From an optimization exercise on the open Yosys and OpenROAD flow, aimed at small area and a short achievable clock period; shortcuts taken in it are not production practice. Function was checked by simulation only, so behaviour that the tests miss may differ from the original. No activity file was given, so power comes from the tool's default toggle rates.

### flow/design.v
module circle_gen(
  input clk_d,
  input [9:0] pixel_x,
  input [9:0] pixel_y,
  input video_on,
  input [9:0] x,
  input [9:0] y,
  input [5:0] r,
  input [9:0] E1x,
  input [9:0] E1y,
  input [9:0] E2x,
  input [9:0] E2y,
  input [9:0] E3x,
  input [9:0] E3y,
  input [9:0] E4x,
  input [9:0] E4y,
  input [9:0] F1x,
  input [9:0] F1y,
  input gamemenu,
  input gamerun,
  input gamepause,
  output [3:0] red,
  output [3:0] green,
  output [3:0] blue
  );
  wire bx = (pixel_x <= 10'd14) || (pixel_x >= 10'd626 && pixel_x <= 10'd640);
  wire by = (pixel_y <= 10'd14) || (pixel_y >= 10'd466 && pixel_y <= 10'd480);
  wire border = bx | by;
  wire rok = ~r[0] & ((r[5:1] == 5'd5) | (r[5:1] == 5'd6) | (r[5:1] == 5'd7) |
                      (r[5:1] == 5'd8) | (r[5:1] == 5'd9) | (r[5:1] == 5'd10));
  wire [10:0] vx10 = 11'd20 - {1'b0, pixel_x};
  wire [10:0] vy10 = 11'd20 - {1'b0, pixel_y};
  wire [10:0] vxp = 11'd40 - {1'b0, pixel_x};
  wire [10:0] vyp = 11'd40 - {1'b0, pixel_y};
  wire e1, e2, e3, e4, f1, p1;
  circ10 c_e1(.vx(vx10), .vy(vy10), .cx(E1x), .cy(E1y), .o(e1));
  circ10 c_e2(.vx(vx10), .vy(vy10), .cx(E2x), .cy(E2y), .o(e2));
  circ10 c_e3(.vx(vx10), .vy(vy10), .cx(E3x), .cy(E3y), .o(e3));
  circ10 c_e4(.vx(vx10), .vy(vy10), .cx(E4x), .cy(E4y), .o(e4));
  circ10 c_f1(.vx(vx10), .vy(vy10), .cx(F1x), .cy(F1y), .o(f1));
  circp  c_p1(.vx(vxp), .vy(vyp), .cx(x), .cy(y), .k(r[3:1]), .o(p1));
  reg red_q, green_q, blue_q;
  always @(posedge clk_d) begin
    if (border) begin
      red_q <= gamepause;
      green_q <= gamemenu;
      blue_q <= gamerun;
    end else if (rok) begin
      red_q <= video_on & p1;
      green_q <= video_on & (e1 | e2 | e3 | e4);
      blue_q <= video_on & f1;
    end
  end
  assign red = {4{red_q}};
  assign green = {4{green_q}};
  assign blue = {4{blue_q}};
endmodule
module near #(parameter W = 5) (
  input [10:0] v,
  input [9:0] c,
  output [W-1:0] t,
  output ok
  );
  assign t = v[W-1:0] + c[W-1:0];
  wire k = (v[W-1] & c[W-1]) | ((v[W-1] | c[W-1]) & v[W-2] & c[W-2]);
  wire [10-W:0] a = -v[10:W];
  wire [10-W:0] b = ~v[10:W];
  wire [10-W:0] ch = {1'b0, c[9:W]};
  assign ok = k ? (b == ch) : (a == ch);
endmodule
module circ10(
  input [10:0] vx,
  input [10:0] vy,
  input [9:0] cx,
  input [9:0] cy,
  output o
  );
  wire [4:0] tx, ty;
  wire okx, oky;
  near #(.W(5)) nx(.v(vx), .c(cx), .t(tx), .ok(okx));
  near #(.W(5)) ny(.v(vy), .c(cy), .t(ty), .ok(oky));
  reg in;
  always @* begin
    case ({tx, ty})
      10'd340, 10'd368, 10'd369, 10'd370, 10'd371, 10'd372, 10'd373, 10'd374, 10'd375, 10'd376, 10'd398, 10'd399,
      10'd400, 10'd401, 10'd402, 10'd403, 10'd404, 10'd405, 10'd406, 10'd407, 10'd408, 10'd409, 10'd410, 10'd429,
      10'd430, 10'd431, 10'd432, 10'd433, 10'd434, 10'd435, 10'd436, 10'd437, 10'd438, 10'd439, 10'd440, 10'd441,
      10'd442, 10'd443, 10'd460, 10'd461, 10'd462, 10'd463, 10'd464, 10'd465, 10'd466, 10'd467, 10'd468, 10'd469,
      10'd470, 10'd471, 10'd472, 10'd473, 10'd474, 10'd475, 10'd476, 10'd492, 10'd493, 10'd494, 10'd495, 10'd496,
      10'd497, 10'd498, 10'd499, 10'd500, 10'd501, 10'd502, 10'd503, 10'd504, 10'd505, 10'd506, 10'd507, 10'd508,
      10'd523, 10'd524, 10'd525, 10'd526, 10'd527, 10'd528, 10'd529, 10'd530, 10'd531, 10'd532, 10'd533, 10'd534,
      10'd535, 10'd536, 10'd537, 10'd538, 10'd539, 10'd540, 10'd541, 10'd555, 10'd556, 10'd557, 10'd558, 10'd559,
      10'd560, 10'd561, 10'd562, 10'd563, 10'd564, 10'd565, 10'd566, 10'd567, 10'd568, 10'd569, 10'd570, 10'd571,
      10'd572, 10'd573, 10'd587, 10'd588, 10'd589, 10'd590, 10'd591, 10'd592, 10'd593, 10'd594, 10'd595, 10'd596,
      10'd597, 10'd598, 10'd599, 10'd600, 10'd601, 10'd602, 10'd603, 10'd604, 10'd605, 10'd619, 10'd620, 10'd621,
      10'd622, 10'd623, 10'd624, 10'd625, 10'd626, 10'd627, 10'd628, 10'd629, 10'd630, 10'd631, 10'd632, 10'd633,
      10'd634, 10'd635, 10'd636, 10'd637, 10'd650, 10'd651, 10'd652, 10'd653, 10'd654, 10'd655, 10'd656, 10'd657,
      10'd658, 10'd659, 10'd660, 10'd661, 10'd662, 10'd663, 10'd664, 10'd665, 10'd666, 10'd667, 10'd668, 10'd669,
      10'd670, 10'd683, 10'd684, 10'd685, 10'd686, 10'd687, 10'd688, 10'd689, 10'd690, 10'd691, 10'd692, 10'd693,
      10'd694, 10'd695, 10'd696, 10'd697, 10'd698, 10'd699, 10'd700, 10'd701, 10'd715, 10'd716, 10'd717, 10'd718,
      10'd719, 10'd720, 10'd721, 10'd722, 10'd723, 10'd724, 10'd725, 10'd726, 10'd727, 10'd728, 10'd729, 10'd730,
      10'd731, 10'd732, 10'd733, 10'd747, 10'd748, 10'd749, 10'd750, 10'd751, 10'd752, 10'd753, 10'd754, 10'd755,
      10'd756, 10'd757, 10'd758, 10'd759, 10'd760, 10'd761, 10'd762, 10'd763, 10'd764, 10'd765, 10'd779, 10'd780,
      10'd781, 10'd782, 10'd783, 10'd784, 10'd785, 10'd786, 10'd787, 10'd788, 10'd789, 10'd790, 10'd791, 10'd792,
      10'd793, 10'd794, 10'd795, 10'd796, 10'd797, 10'd812, 10'd813, 10'd814, 10'd815, 10'd816, 10'd817, 10'd818,
      10'd819, 10'd820, 10'd821, 10'd822, 10'd823, 10'd824, 10'd825, 10'd826, 10'd827, 10'd828, 10'd844, 10'd845,
      10'd846, 10'd847, 10'd848, 10'd849, 10'd850, 10'd851, 10'd852, 10'd853, 10'd854, 10'd855, 10'd856, 10'd857,
      10'd858, 10'd859, 10'd860, 10'd877, 10'd878, 10'd879, 10'd880, 10'd881, 10'd882, 10'd883, 10'd884, 10'd885,
      10'd886, 10'd887, 10'd888, 10'd889, 10'd890, 10'd891, 10'd910, 10'd911, 10'd912, 10'd913, 10'd914, 10'd915,
      10'd916, 10'd917, 10'd918, 10'd919, 10'd920, 10'd921, 10'd922, 10'd944, 10'd945, 10'd946, 10'd947, 10'd948,
      10'd949, 10'd950, 10'd951, 10'd952, 10'd980: in = 1'b1;
      default: in = 1'b0;
    endcase
  end
  assign o = okx & oky & in;
endmodule
module circp(
  input [10:0] vx,
  input [10:0] vy,
  input [9:0] cx,
  input [9:0] cy,
  input [2:0] k,
  output o
  );
  wire [5:0] tx, ty;
  wire okx, oky;
  near #(.W(6)) nx(.v(vx), .c(cx), .t(tx), .ok(okx));
  near #(.W(6)) ny(.v(vy), .c(cy), .t(ty), .ok(oky));
  wire [5:0] dx = 6'd40 - tx;
  wire [5:0] dy = 6'd40 - ty;
  wire [5:0] ax = dx[5] ? -dx : dx;
  wire [5:0] ay = dy[5] ? -dy : dy;
  reg [4:0] lim;
  reg lv;
  always @* begin
    lv = 1'b1;
    lim = 5'd0;
    case (k)
      3'd0:  
        case (ax)
          6'd0: lim = 5'd16;
          6'd1: lim = 5'd15;
          6'd2: lim = 5'd15;
          6'd3: lim = 5'd15;
          6'd4: lim = 5'd15;
          6'd5: lim = 5'd15;
          6'd6: lim = 5'd14;
          6'd7: lim = 5'd14;
          6'd8: lim = 5'd13;
          6'd9: lim = 5'd13;
          6'd10: lim = 5'd12;
          6'd11: lim = 5'd11;
          6'd12: lim = 5'd10;
          6'd13: lim = 5'd9;
          6'd14: lim = 5'd7;
          6'd15: lim = 5'd5;
          6'd16: lim = 5'd0;
          default: lv = 1'b0;
        endcase
      3'd1:  
        case (ax)
          6'd0: lim = 5'd18;
          6'd1: lim = 5'd17;
          6'd2: lim = 5'd17;
          6'd3: lim = 5'd17;
          6'd4: lim = 5'd17;
          6'd5: lim = 5'd17;
          6'd6: lim = 5'd16;
          6'd7: lim = 5'd16;
          6'd8: lim = 5'd16;
          6'd9: lim = 5'd15;
          6'd10: lim = 5'd14;
          6'd11: lim = 5'd14;
          6'd12: lim = 5'd13;
          6'd13: lim = 5'd12;
          6'd14: lim = 5'd11;
          6'd15: lim = 5'd9;
          6'd16: lim = 5'd8;
          6'd17: lim = 5'd5;
          6'd18: lim = 5'd0;
          default: lv = 1'b0;
        endcase
      3'd2:  
        case (ax)
          6'd0: lim = 5'd20;
          6'd1: lim = 5'd19;
          6'd2: lim = 5'd19;
          6'd3: lim = 5'd19;
          6'd4: lim = 5'd19;
          6'd5: lim = 5'd19;
          6'd6: lim = 5'd19;
          6'd7: lim = 5'd18;
          6'd8: lim = 5'd18;
          6'd9: lim = 5'd17;
          6'd10: lim = 5'd17;
          6'd11: lim = 5'd16;
          6'd12: lim = 5'd16;
          6'd13: lim = 5'd15;
          6'd14: lim = 5'd14;
          6'd15: lim = 5'd13;
          6'd16: lim = 5'd12;
          6'd17: lim = 5'd10;
          6'd18: lim = 5'd8;
          6'd19: lim = 5'd6;
          6'd20: lim = 5'd0;
          default: lv = 1'b0;
        endcase
      3'd6:  
        case (ax)
          6'd0: lim = 5'd12;
          6'd1: lim = 5'd11;
          6'd2: lim = 5'd11;
          6'd3: lim = 5'd11;
          6'd4: lim = 5'd11;
          6'd5: lim = 5'd10;
          6'd6: lim = 5'd10;
          6'd7: lim = 5'd9;
          6'd8: lim = 5'd8;
          6'd9: lim = 5'd7;
          6'd10: lim = 5'd6;
          6'd11: lim = 5'd4;
          6'd12: lim = 5'd0;
          default: lv = 1'b0;
        endcase
      3'd7:  
        case (ax)
          6'd0: lim = 5'd14;
          6'd1: lim = 5'd13;
          6'd2: lim = 5'd13;
          6'd3: lim = 5'd13;
          6'd4: lim = 5'd13;
          6'd5: lim = 5'd13;
          6'd6: lim = 5'd12;
          6'd7: lim = 5'd12;
          6'd8: lim = 5'd11;
          6'd9: lim = 5'd10;
          6'd10: lim = 5'd9;
          6'd11: lim = 5'd8;
          6'd12: lim = 5'd7;
          6'd13: lim = 5'd5;
          6'd14: lim = 5'd0;
          default: lv = 1'b0;
        endcase
      default: lv = 1'b0;
    endcase
  end
  assign o = okx & oky & lv & (ay <= {1'b0, lim});
endmodule
### flow/flow/run.sh
#!/bin/bash
# Standard ORFS layout, except:
#  - synthesis maps the logic with flow/abc.script (deep AIG optimisation, then
#    mapping) and without the full/half-adder cell extraction;
#  - the port buffers are sky130_fd_sc_hd__buf_1.
# Each tool's output is in the ORFS logs under orfs/logs; make's output in flow_make.log.
set -euo pipefail
here=$(pwd)
export OWN_ABC_SCRIPT=$here/flow/abc.script
bash standard.sh SYNTH_SCRIPT=$here/flow/synth.tcl ADDER_MAP_FILE= SYNTH_OPERATIONS_ARGS=-noshare \
  "BUFFER_PORTS_ARGS=-buffer_cell sky130_fd_sc_hd__buf_1" finish > flow_make.log 2>&1
### flow/flow/abc.script
strash
&get -n
&deepsyn -T 60
&put
dch -f
map -D 2000
topo
stime -c
buffer -c
upsize -c
dnsize -c
### flow/flow/synth.tcl
proc synth {args} { yosys synth -nofsm -noshare {*}$args }
proc abc {args} {
  set out {}
  set skip 0
  foreach a $args {
    if {$skip} { set skip 0; continue }
    if {$a eq "-script" || $a eq "-D"} { set skip 1; continue }
    lappend out $a
  }
  yosys abc -script $::env(OWN_ABC_SCRIPT) {*}$out
}
source $::env(SCRIPTS_DIR)/synth.tcl
# left out here: clear keep_hierarchy, flatten, clean up, hide names made inside functions, write 1_2_yosys.v
### flow/standard.sh
#!/bin/bash
# synth_recipe.tcl (not shown) runs the flow's synth.tcl, then flattens the netlist and writes it again
# the make line also repeats each setting of config.mk as NAME=value (left out here)
make -C /OpenROAD-flow-scripts/flow DESIGN_CONFIG=/design/flow/config.mk WORK_HOME=/design/flow/orfs CLKGATE_MAP_FILE= SYNTH_SCRIPT=/design/flow/synth_recipe.tcl "${@:-finish}"
### flow/config.mk
export PLATFORM = sky130hd
export DESIGN_NAME = circle_gen
export DESIGN_NICKNAME = circle_gen
export VERILOG_FILES = /design/flow/design.v
export SDC_FILE = /design/flow/constraint.sdc
export NUM_CORES = 4
export LEC_CHECK = 0
export CAP_MARGIN = 20
export CORE_MARGIN = 2
export CORE_UTILIZATION = 60
export CTS_BUF_LIST = sky130_fd_sc_hd__clkbuf_4
export SLEW_MARGIN = 60
### flow/constraint.sdc
create_clock -name core_clock -period 20.0 [get_ports {clk_d}]
set_input_delay 4.0000 -clock core_clock [delete_from_list [all_inputs] [get_ports {clk_d}]]
set_output_delay 4.0000 -clock core_clock [all_outputs]
set_load 0.01 [all_outputs]
==> impl_metrics.toml, run 1 <==
[finish]
drive_gt1_share_pct = 5.98
final_core_util_pct = 68.9
synthToLayoutAreaGrowth_pct = 11.8
diodes = 0
layout.nets = 1457

[global_route]
grt_max_degree = 17
grt_usage_pct = 35.5
antenna_found_initial = 0
grt_pass1_vias = 6989
overflow = 0
grt_pass1_wl_mm = 32.3

[logic_synthesis]
synth_top_area_share_pct = 16.3
async_reset_ff_share_pct = 0
synth_top_flop_cell = "edfxtp_1"
synth_largest_area_cell = "nand2_1"
synth_most_common_cell = "nand2_1"
syn-cell-area_mm2 = 0.00602
syn_nets = 1308
yosysWarnings = 3
yosysSeqAreaShare_pct = 1.50
yosysUniqueCellTypes = 64
synth_seq_cells = 3
synth.area.top_cells = "nand2_1, inv_1, nor2_1"
synth_cells = 1157
synth_area_per_cell_um2 = 5.21
synth_edf_count = 3
synth_commonest_cells = "nand2_1, inv_1, nor2_1"

[setup_path]
cp_data_arrival_time_ns = 7.25
critPathMostFrequentCell = "nand2_1"
crit_family = "simple AND/OR/NAND/NOR gates"
cp.required_ns = 20.12
endpoint_kind = "flop"
critPathKind = "input port to flop"
startpoint_type = "input port"
worst-path-buf-inv = 3
slowest_delay_ns = 0.43
crit_slowest_cell = "nor2_1"
path_max_fanout = 8
crit_chain = "buf_1, nor2_4, nor2_1, inv_1, nor2_1, o21ai_0, nand2_1, inv_1, nand2_1, o22ai_1, a31oi_1, o2111ai_1, nor4_1, nand4_1, o21bai_1, o2111ai_1, nand2_1, nand2_1"

[outcome]
status = "finished clean"

[floorplan]
dieArea_mm2 = 0.0109
die_h_um = 104
die-width_um = 104
io_pins = 163
rows = 36
core-area_mm2 = 0.00977
initial_core_util_pct = 61.6

[drt]
routed_via_density = 5.60
drt_wl_total_mm = 20.0
ant_nets = 0
route.detailed.drc = 0
drt-pass1-iter-count = 5
wl_per_cell_um = 13.9
first_iter_violations = 731
vias = 8057

[timing]
fin_crit_sh_pct = 35.7
finalMaxSlewViolations = 0
min_period_ns = 7.13
worst_slew_pin_slew_ns = 0.534
setup-tns-final_ns = 0
max_freq_mhz = 140
rsz0062_at_grt = "no"
relSlewSlack_pct = 64.4
final-hold-violation-count = 0
setup_viol = 0

[clock_network]
tritoncts = "yes"
ctsHoldBuffers = 0
clk_pin_slew_worst_paths_ns = 0.05
cts_setup_buffers = 0
cts.sinks = 3
clock_path_buffers = 2
numCtsBuffers = 3
root_buffer = "clkbuf_4"
htree_levels = 1
cts_resized = 0

[hold_path]
hp-class = "input port to flop"
min_from = "gamepause"
min_to = "red_q"
hold_depth = 3

[place]
place_congestion = 1.07
dp_hpwl_mm = 17.0
port_buffers = 162

[power_and_ir_drop]
power.leakage_nw = 3.31
ir_drop_uv = 18.8
powerDensity_mw_per_mm2 = 38.6

[flow_run]
max_cap_viol_count = 0
kinds of logic (layout without fill, tap and decap cells):
group,count (synthesis),in the layout,share of synthesized area (%)
XOR/XNOR,98,98,14.7
flip-flops,3,3,1.50
AND/OR/NAND/NOR,589,589,43.2
AO/OA/AOI/OAI,258,258,26.4
buffers and inverters,209,357,14.2
registers in the layout (all words and copies together) (netlist names):
register	cells
blue_q	1
green_q	1
red_q	1
routing by layer:
metal / part of all wire [%] / GRT usage (%) / routed length (um)
met1: 43 / 47.1 / 8600
met2: 45 / 61.2 / 9030
met3: 9.4 / 4.51 / 1880
met4: 2.4 / 8.01 / 478
met5: 0 / 0 / 0
how the worst max path moves through the flow:
stage          startpoint  endpoint  slack [ns]  depth (start not counted)
4_1_cts        pixel_x[3]   green_q       13.00                         18
2_1_floorplan  pixel_x[2]     red_q       13.62                         19
6_report       pixel_x[3]   green_q       12.87                         18
3_5_place_dp   pixel_x[3]   green_q       12.75                         18
3_3_place_gp   pixel_x[2]   green_q       12.36                         17
5_1_grt        pixel_x[3]   green_q       12.64                         18
cell type report:
| cell class | count | area, um^2 |
|---|---|---|
| Fill cell | 999 | 3040 |
| Tap cell | 133 | 166 |
| Timing Repair Buffer | 164 | 624 |
| Inverter | 189 | 717 |
| Sequential cell | 3 | 90.1 |
| Multi-Input combinational cell | 945 | 5110 |
| Clock buffer | 4 | 30.0 |
power by group:
part           internal, mW  switching (mW)  leakage [nW]  total, mW
sequential          0.00772        0.000698        0.0248    0.00842
combinational        0.0820           0.156          3.27      0.238
clock               0.00893         0.00466        0.0184     0.0136
total                0.0986           0.162          3.31      0.260
placed cells by master, fill, tap and decap left out, drive strengths merged, types with 2 or more instances in the layout:
master,count
nand2,271
o31ai,8
nand3,61
xnor2,38
nand3b,3
nor3,20
a2111oi,2
inv,189
a21boi,4
clkbuf,4
xor2,60
o21bai,3
a31oi,22
o21a,3
o211ai,13
a211oi,3
a21o,3
edfxtp,3
o21ai,99
or2,12
o22ai,11
a21oi,54
o32ai,5
nand4,16
nor4b,2
buf,164
and2,7
o2111ai,8
nor4,3
o22a,2
a22oi,6
nor2,193
a32oi,4
metrics by stage:
step	std cells	total power, mW	instance area [um^2]	worst slack [ns]	hold WS [ns]
6_report	1438	0.260	6740	12.87	4.10
5_1_grt	1438	0.287	6740	12.64	4.11
4_1_cts	1438	0.254	6730	13.00	4.08
3_5_place_dp	1434	0.239	6700	12.75	4.34
3_3_place_gp	1433	0.238	6670	12.36	4.34
2_1_floorplan	1157	0.183	6020	13.62	4.19
==> inputs of run 2 (changes only) <==
==> flow/flow/run.sh (replaced) <==
#!/bin/bash
# Standard ORFS layout, except:
#  - synthesis maps the logic with flow/abc.script (deep AIG optimisation with
#    several seeds, keeping the smallest, then mapping) and without the
#    full/half-adder cell extraction (see flow/synth.tcl);
#  - the port buffers are sky130_fd_sc_hd__buf_1.
# Each tool's log is under orfs/logs; make's output is in flow_make.log.
set -euo pipefail
here=$(pwd)
mkdir -p $here/abc_tmp
export OWN_ABC_SCRIPT=$here/flow/abc.script OWN_ABC_DIR=$here/abc_tmp OWN_ABC_SEEDS="1 2 3 4 5 6"
bash standard.sh SYNTH_SCRIPT=$here/flow/synth.tcl ADDER_MAP_FILE= SYNTH_OPERATIONS_ARGS=-noshare \
  "BUFFER_PORTS_ARGS=-buffer_cell sky130_fd_sc_hd__buf_1" finish > flow_make.log 2>&1
==> flow/flow/abc.script (replaced) <==
strash
&get -n
&deepsyn -T 40 -S @SEED@
&put
dch -f
map -D 2000
topo
stime -c
buffer -c
upsize -c
dnsize -c
--- a/flow/flow/synth.tcl
+++ b/flow/flow/synth.tcl
@@ -9,3 +9,24 @@
   }
-  yosys abc -script $::env(OWN_ABC_SCRIPT) {*}$out
+  set f [open $::env(OWN_ABC_SCRIPT) r]
+  set template [read $f]
+  close $f
+  yosys design -save own_pre
+  set best_area 1e30
+  foreach seed $::env(OWN_ABC_SEEDS) {
+    yosys design -load own_pre
+    set script $::env(OWN_ABC_DIR)/abc_$seed.script
+    set f [open $script w]
+    puts $f [string map [list @SEED@ $seed] $template]
+    close $f
+    yosys abc -script $script {*}$out
+    set st [tee -q -s result.string stat {*}$::lib_args]
+    regexp {Chip area for module[^:]*: *([0-9.]+)} $st -> area
+    puts "own abc seed $seed: area $area"
+    if {$area < $best_area} {
+      set best_area $area
+      yosys design -save own_best
+    }
+  }
+  yosys design -load own_best
+  puts "own abc: kept area $best_area"
 }
==> run 2 against run 1 <==
Against the previous run:
- power down 15%
- cell count fell by 1.5%
- count of clock-buffer cells in the layout unchanged
- sequential power down 6.7%
- setup slack lost 0.23 ns
- combinational power decreased by 15%
- synthesized cell count decreased by 1.2%
- sequential cell count unchanged
- synthesized area shrank 4.1%
==> impl_metrics.toml, run 2 <==
[setup_path]
crit_slowest_cell = "nor2_2"
slowest_delay_ns = 0.45
setup.worst_path.end = "green_q"
critPathMostFrequentCell = "nor2_1"
endpoint_kind = "flop"
cp.required_ns = 20.09
path_max_fanout = 9
critPathKind = "input port to flop"
cp_data_arrival_time_ns = 7.45
crit_chain = "buf_1, nor2_1, nor2_1, inv_1, nand2_1, nor2_1, nor2_2, nor2_1, nand2_1, xnor2_1, a21oi_1, xor2_1, nor3_1, nand4_1, nand3_1, a21oi_1, o21ai_1"
startpoint_type = "input port"
startpoint = "pixel_x[2]"

[global_route]
grt_usage_pct = 35.9
grt_pass1_wl_mm = 30.3
grt_pass1_vias = 6839
grt_max_degree = 16
overflow = 0
antenna_found_initial = 0

[logic_synthesis]
synth_edf_count = 3
yosysUniqueCellTypes = 64
syn_nets = 1294
syn-cell-area_mm2 = 0.00578
yosysWarnings = 3
synth.area.top_cells = "nor2_1, nand2_1, inv_1"
synth_top_area_share_pct = 14.9
synth_commonest_cells = "nor2_1, nand2_1, inv_1"
synth_top_flop_cell = "edfxtp_1"
synth_most_common_cell = "nor2_1"
async_reset_ff_share_pct = 0
synth_seq_cells = 3
synth_cells = 1143
yosysSeqAreaShare_pct = 1.56
synth_largest_area_cell = "nor2_1"
synth_area_per_cell_um2 = 5.06

[clock_network]
numCtsBuffers = 3
clk_pin_slew_worst_paths_ns = 0.04
clock_path_buffers = 2
tritoncts = "yes"
ctsHoldBuffers = 0
root_buffer = "clkbuf_4"
cts_setup_buffers = 0
cts.sinks = 3
cts_resized = 0
htree_levels = 1

[drt]
drt-pass1-iter-count = 7
routed_via_density = 5.68
vias = 8045
ant_nets = 0
wl_per_cell_um = 13.6
first_iter_violations = 562
route.detailed.drc = 0
drt_wl_total_mm = 19.2

[finish]
final_core_util_pct = 69.5
final_cell_mix = "nor2_1, nand2_1, inv_1, buf_1, o21ai_0"
synthToLayoutAreaGrowth_pct = 11.6
diodes = 0
final_common_cell = "nor2_1"
layout.nets = 1439
n_fill_cell = 972
drive_gt1_share_pct = 3.89
reg_top3 = "blue_q x1, green_q x1, red_q x1"

[timing]
finalMaxSlewViolations = 0
min_period_ns = 7.36
setup-tns-final_ns = 0
fin_crit_sh_pct = 36.8
max_freq_mhz = 136
setup_ws_ns = 12.64
final-hold-violation-count = 0
setup_viol = 0
rsz0062_at_grt = "no"
relSlewSlack_pct = 61.5
worst_slew_pin_slew_ns = 0.577

[power_and_ir_drop]
p_total_mw = 0.222
power.leakage_nw = 3.05
ir_drop_uv = 19.1
powerDensity_mw_per_mm2 = 34.4

[flow_run]
max_cap_viol_count = 0

[outcome]
status = "finished clean"

[place]
dp_hpwl_mm = 16.3
preCtsSetupSlack_ns = 12.52
port_buffers = 162
place_congestion = 1.05

[hold_path]
hp-class = "input port to flop"
min_from = "gamemenu"

[floorplan]
rows = 35
core-area_mm2 = 0.00928
die_h_um = 102
io_pins = 163
dieArea_mm2 = 0.0104
die-width_um = 102
initial_core_util_pct = 62.2
## run 2: final cells by class
cell class                 instances  area, um^2  area share (%)
multi-input combinational        932        4850            75.2
inverter                         183         687            10.6
timing repair buffer             165         628            9.74
tap                              129         161            2.50
sequential                         3        90.1            1.40
clock buffer                       4        30.0           0.466
## run 2: kinds of logic after synthesis
kind of cell	count (synthesis)	synth area share (%)
buffers and inverters	208	14.6
xor gates and xnor gates	72	10.9
AOI/OAI and AO/OA	281	30.2
DFF	3	1.56
adders and majority gates	1	0.195
and+or+nand+nor	578	42.6
## run 2: routing by layer
metal  wire length, um  up-vias  part of all wire (%)  track usage (%)
met1              8120     3457                    42             46.5
met3              1820       57                   9.5             3.90
li1                  -     4099                     -                -
met5                 0        -                     0                0
met4               653        0                   3.4             13.5
met2              8620      432                    45             61.3
## run 2: worst max-delay path: cells and delay by family
kind / cells / cell delay [ns]
AND/OR/NAND/NOR: 10 / 2.09
XOR/XNOR: 2 / 0.45
buffers and inverters: 2 / 0.46
AO/OA/AOI/OAI: 3 / 0.43
## run 2: worst min-delay path by stage
stage | to | slack, ns | cells past startpoint
6_report | green_q | 4.08 | 3
5_1_grt | green_q | 4.09 | 3
4_1_cts | green_q | 4.08 | 3
3_5_place_dp | green_q | 4.31 | 3
3_3_place_gp | green_q | 4.29 | 3
2_1_floorplan | green_q | 4.20 | 2
## run 2: report_power, final
group	internal (mW)	total (mW)	switching [mW]	leakage, nW
Combinational	0.0708	0.202	0.131	3.01
Sequential	0.00746	0.00786	0.000393	0.0228
Clock	0.00885	0.0124	0.00355	0.0184
## run 2: per-stage QoR
stage               hold WS (ns)  area, um^2  instances
finish                      4.08        6450       1416
global route                4.09        6450       1416
CTS                         4.08        6430       1414
detailed placement          4.31        6400       1410
global placement            4.29        6390       1409
floorplan                   4.20        5780       1143

[what the ideal ports hide]
Ports are ideal in the flow. The routed layouts listed here were re-timed in OpenROAD.
Step 1: set_driving_cell puts a clkbuf_16 on clk_d and a buf_2 on each other input, an assumption about the parent block.
Step 2 times the ports against the registers' clock, not the clock port: input delays grow and output delays shrink by t, the midpoint of the rising clock arrivals with the driver on.
Three values: ideal ports, drivers, drivers and shift; two values: the first two.
| run | t, ns | slack for setup (ns) | worst setup path after step 2 | latest minus earliest clock arrival (ns) | cell pins on the clock port's net |
|---|---|---|---|---|---|
| run 1 | 0.271 | 12.866 / 12.860 / 12.589 | input to register | 0.010 / 0.010 | 1 |
| run 2 | 0.257 | 12.637 / 12.634 / 12.377 | input to register | 0.004 / 0.004 | 1 |
After both steps every run listed still meets setup and hold. The setup slack of run 1, which loses most, moves by -0.006 ns with the drivers and by -0.277 ns with both steps.
